This is an optimization exercise on Yosys and OpenROAD, whose aim is small area and a short achievable clock period, not a production implementation.
In this exercise RTL edits were held to simulation tests only and were not proved equivalent to the original.
Power is estimated from default activity; no workload was simulated.

==> v6: inputs <==
// computing_core
module computing_core(
    input clk,
    input reset,
    input [31:0] data_kernel,
    input [31:0] data_in_0,
    output [31:0] data_out_0,
    output en,
    output reg done
    );
Settings: LEC_CHECK=0, ABC_CLOCK_PERIOD_IN_PS=2500, CAP_MARGIN=20, CORE_MARGIN=2, CORE_UTILIZATION=55, CTS_CLUSTER_DIAMETER=80, CTS_CLUSTER_SIZE=30, SETUP_SLACK_MARGIN=5, SLEW_MARGIN=20; clock period 8.0 ns.
standard.sh (not shown) runs the stock make flow with config.mk's settings and CLKGATE_MAP_FILE= SYNTH_SCRIPT=/design/flow/synth_recipe.tcl, a recipe that flattens the netlist after the stock synthesis.
==> flow/flow/run.sh <==
#!/bin/bash
# Own flow: the standard layout, with two changes to how the layout is made:
# the port buffers are plain buffers (buf_2) instead of the delay cells
# buffer_ports picks by default, and timing repair aims at a tighter setup margin.
# Each step's full output goes to a log file in the work folder.
set -uo pipefail
bash standard.sh synth > synth.log 2>&1 || { tail -n 50 synth.log; exit 1; }
bash standard.sh "BUFFER_PORTS_ARGS=-buffer_cell sky130_fd_sc_hd__buf_2" SETUP_SLACK_MARGIN=5.25 finish > layout.log 2>&1 || { tail -n 50 layout.log; exit 1; }
==> v37: changes against v6 <==
--- a/flow/flow/run.sh
+++ b/flow/flow/run.sh
@@ -5,4 +5,4 @@
 # Each step's full output goes to a log file in the work folder.
 set -uo pipefail
 bash standard.sh synth > synth.log 2>&1 || { tail -n 50 synth.log; exit 1; }
-bash standard.sh "BUFFER_PORTS_ARGS=-buffer_cell sky130_fd_sc_hd__buf_2" SETUP_SLACK_MARGIN=5.25 finish > layout.log 2>&1 || { tail -n 50 layout.log; exit 1; }
+bash standard.sh "BUFFER_PORTS_ARGS=-buffer_cell sky130_fd_sc_hd__buf_2" SETUP_SLACK_MARGIN=5.2 finish > layout.log 2>&1 || { tail -n 50 layout.log; exit 1; }
Settings changed: CAP_MARGIN 20 to 5, CORE_UTILIZATION 55 to 65, SLEW_MARGIN 20 to 5.
==> notes.md <==
Against v37, the total power of v6 is higher by about 4%.
Against v37, the final cell count of v6 is higher by 4.5%.
Against v37, the setup slack of v6 is lower by 13 ps.
In v37 the hold slack is higher than in v6, by 7.2 ps.
In v37 the global-route usage is higher than in v6, by 3.3 points.
Sequential share of layout area: v6 is lower than v37 (1.3 points).
In sequential power, v6 and v37 hardly differ.
Of v6 and v37, v37 has the higher core utilization (gap 9.0 points).
In v6 the maximum frequency is lower than in v37, by about 0.45%.
==> figures <==
| metric | v37 | v6 |
|---|---|---|
| Run status | complete, no violations | complete, no violations |
| Power per unit of standard cell area | 308 nW/µm² | 310 nW/µm² |
| Average wire per cell in the routed design | 22.6 µm | 23.3 µm |
| Upper clock frequency limit | 362 MHz | 361 MHz |
| Total GRT Usage | 0.302 | 0.268 |
| Switching Share | 0.377 | 0.371 |
| Die Ht | 216 µm | 235 µm |
| Register area | 13200 µm² | 13200 µm² |
| Critical path fanouts, max | 1 | 9 |
| Total CTS buffers | 27 | 34 |
| Share of final layout cell area taken by non-clock buffers | 0.0320 | 0.0464 |
| Clock slew seen by the registers of the worst setup and hold paths | 100 ps | 110 ps |
| Met1 Resource Use GR | 0.390 | 0.343 |
| Iteration-0 DRC Markers | 1973 | 1893 |
| Total half-perimeter wirelength after legalization and detailed placement | 46100 µm | 47800 µm |
| Crit. Startpoint | en_b | b_two[1] |
| Portion of the clock cycle consumed by the worst path in the final layout | 0.345 | 0.347 |
| Area enclosed by the die boundary | 46700 µm² | 55000 µm² |
| Floorplan die width | 216 µm | 235 µm |
| Time the worst path needs with I/O delays and setup | 2760 ps | 2770 ps |

---

==> trial 36 <==
Starting RTL as in the previous note.
==> flow/config.mk <==
export PLATFORM = sky130hd
export DESIGN_NAME = computing_core
export DESIGN_NICKNAME = computing_core
export VERILOG_FILES = /design/flow/design.v
export SDC_FILE = /design/flow/constraint.sdc
export NUM_CORES = 4
export LEC_CHECK = 0
export ABC_CLOCK_PERIOD_IN_PS = 2500
export CAP_MARGIN = 20
export CORE_MARGIN = 2
export CORE_UTILIZATION = 65
export CTS_CLUSTER_DIAMETER = 80
export CTS_CLUSTER_SIZE = 30
export SETUP_SLACK_MARGIN = 5
export SLEW_MARGIN = 20
==> flow/constraint.sdc <==
create_clock -name core_clock -period 8.0 [get_ports {clk}]
set_input_delay 1.6000 -clock core_clock [delete_from_list [all_inputs] [get_ports {clk}]]
set_output_delay 1.6000 -clock core_clock [all_outputs]
set_load 0.01 [all_outputs]
==> flow/flow/run.sh <==
#!/bin/bash
# Own flow: the standard layout, with two changes to how the layout is made:
# the port buffers are plain buffers (buf_2) instead of the delay cells
# buffer_ports picks by default, and timing repair aims at a tighter setup margin.
# Each step's full output goes to a log file in the work folder.
set -uo pipefail
bash standard.sh synth > synth.log 2>&1 || { tail -n 50 synth.log; exit 1; }
bash standard.sh "BUFFER_PORTS_ARGS=-buffer_cell sky130_fd_sc_hd__buf_2" SETUP_SLACK_MARGIN=5.2 finish > layout.log 2>&1 || { tail -n 50 layout.log; exit 1; }
==> inputs of build 23, as changes to trial 36 <==
--- a/flow/flow/run.sh
+++ b/flow/flow/run.sh
@@ -7,2 +7,2 @@
 bash standard.sh synth > synth.log 2>&1 || { tail -n 50 synth.log; exit 1; }
-bash standard.sh "BUFFER_PORTS_ARGS=-buffer_cell sky130_fd_sc_hd__buf_2" SETUP_SLACK_MARGIN=5.2 finish > layout.log 2>&1 || { tail -n 50 layout.log; exit 1; }
+bash standard.sh "BUFFER_PORTS_ARGS=-buffer_cell sky130_fd_sc_hd__buf_2" SETUP_SLACK_MARGIN=5.25 finish > layout.log 2>&1 || { tail -n 50 layout.log; exit 1; }
==> comparison table <==
	build 23	trial 36
Maximum vdd drop	0.294 mV	0.270 mV
Clock-net power	1.79 mW	1.67 mW
Number of design-rule violations left by the first detailed-router iteration	1868	1973
Global routing usage on met3	0.0419	0.0416
GRT Total Usage	0.294	0.302
Number of clock buffer instances in the layout	37	34
Drt wl/cell	22.6 um	22.6 um
Final wirelength	70100 um	69600 um
Number of global-route vias before repair	19310	19593
Run status	timing/DRC/antenna clean	timing/DRC/antenna clean
Wire length of the first global-routing pass	107000 um	110000 um
Final design area excluding fillers	31900 sq um	31400 sq um
Sequential standard cell area	13200 sq um	13200 sq um
Clock insertion delay at the later pin of the skew report	640 ps	620 ps
Sequential fraction of total cell area	0.414	0.420
Minimum hold slack	331 ps	335 ps
Post-DP HPWL	45300 um	46100 um
Worst Skew	54.7 ps	30.4 ps
Power density over cell area	306 nW/um^2	308 nW/um^2
Routability congestion estimate from global placement	0.913	0.907
Resize count post-CTS	77	59
Reported leakage power	12.8 nW	12.5 nW
Share of post-route cells with drive strength above 1	0.139	0.123
Number of standard cells in the final layout excluding fillers	3102	3077
Overall power consumption	9.77 mW	9.68 mW
Avg Vias per Cell	6.05	6.09
Switching Power	3.65 mW	3.65 mW

-- re-timing with driven ports --
The results above use ideal ports. As a check the final layouts listed here were re-extracted and re-timed, cells and wires unchanged. Step 1: set_driving_cell puts a clkbuf_16 on clk and a buf_2 on each other input, an assumption about the parent block. Step 2 also shifts input and output timing later by t, the mid clock arrival at the registers, as if the neighbouring blocks saw the same clock. a / b / c = ideal / step 1 / step 2; a / b = the first two.
run | shift t [ns] | slack for setup (ns) | hold slack, ns | clock arrival spread, ns | worst data-port slew with drivers (ns)
v6 | 0.637 | 5.228 / 5.228 / 5.154 | 0.327 / 0.327 / 0.327 | 0.040 / 0.040 | 0.07
v37 | 0.667 | 5.240 / 5.178 / 5.148 | 0.335 / 0.335 / 0.335 | 0.032 / 0.032 | 0.08
trial 36 | 0.667 | 5.240 / 5.178 / 5.148 | 0.335 / 0.335 / 0.335 | 0.032 / 0.032 | 0.08
build 23 | 0.673 | 5.242 / 5.182 / 5.124 | 0.331 / 0.331 / 0.331 | 0.056 / 0.055 | 0.07
After both steps every run listed still meets setup and hold. The setup slack of build 23, which loses most, moves by -0.060 ns with the drivers and by -0.118 ns with both steps.
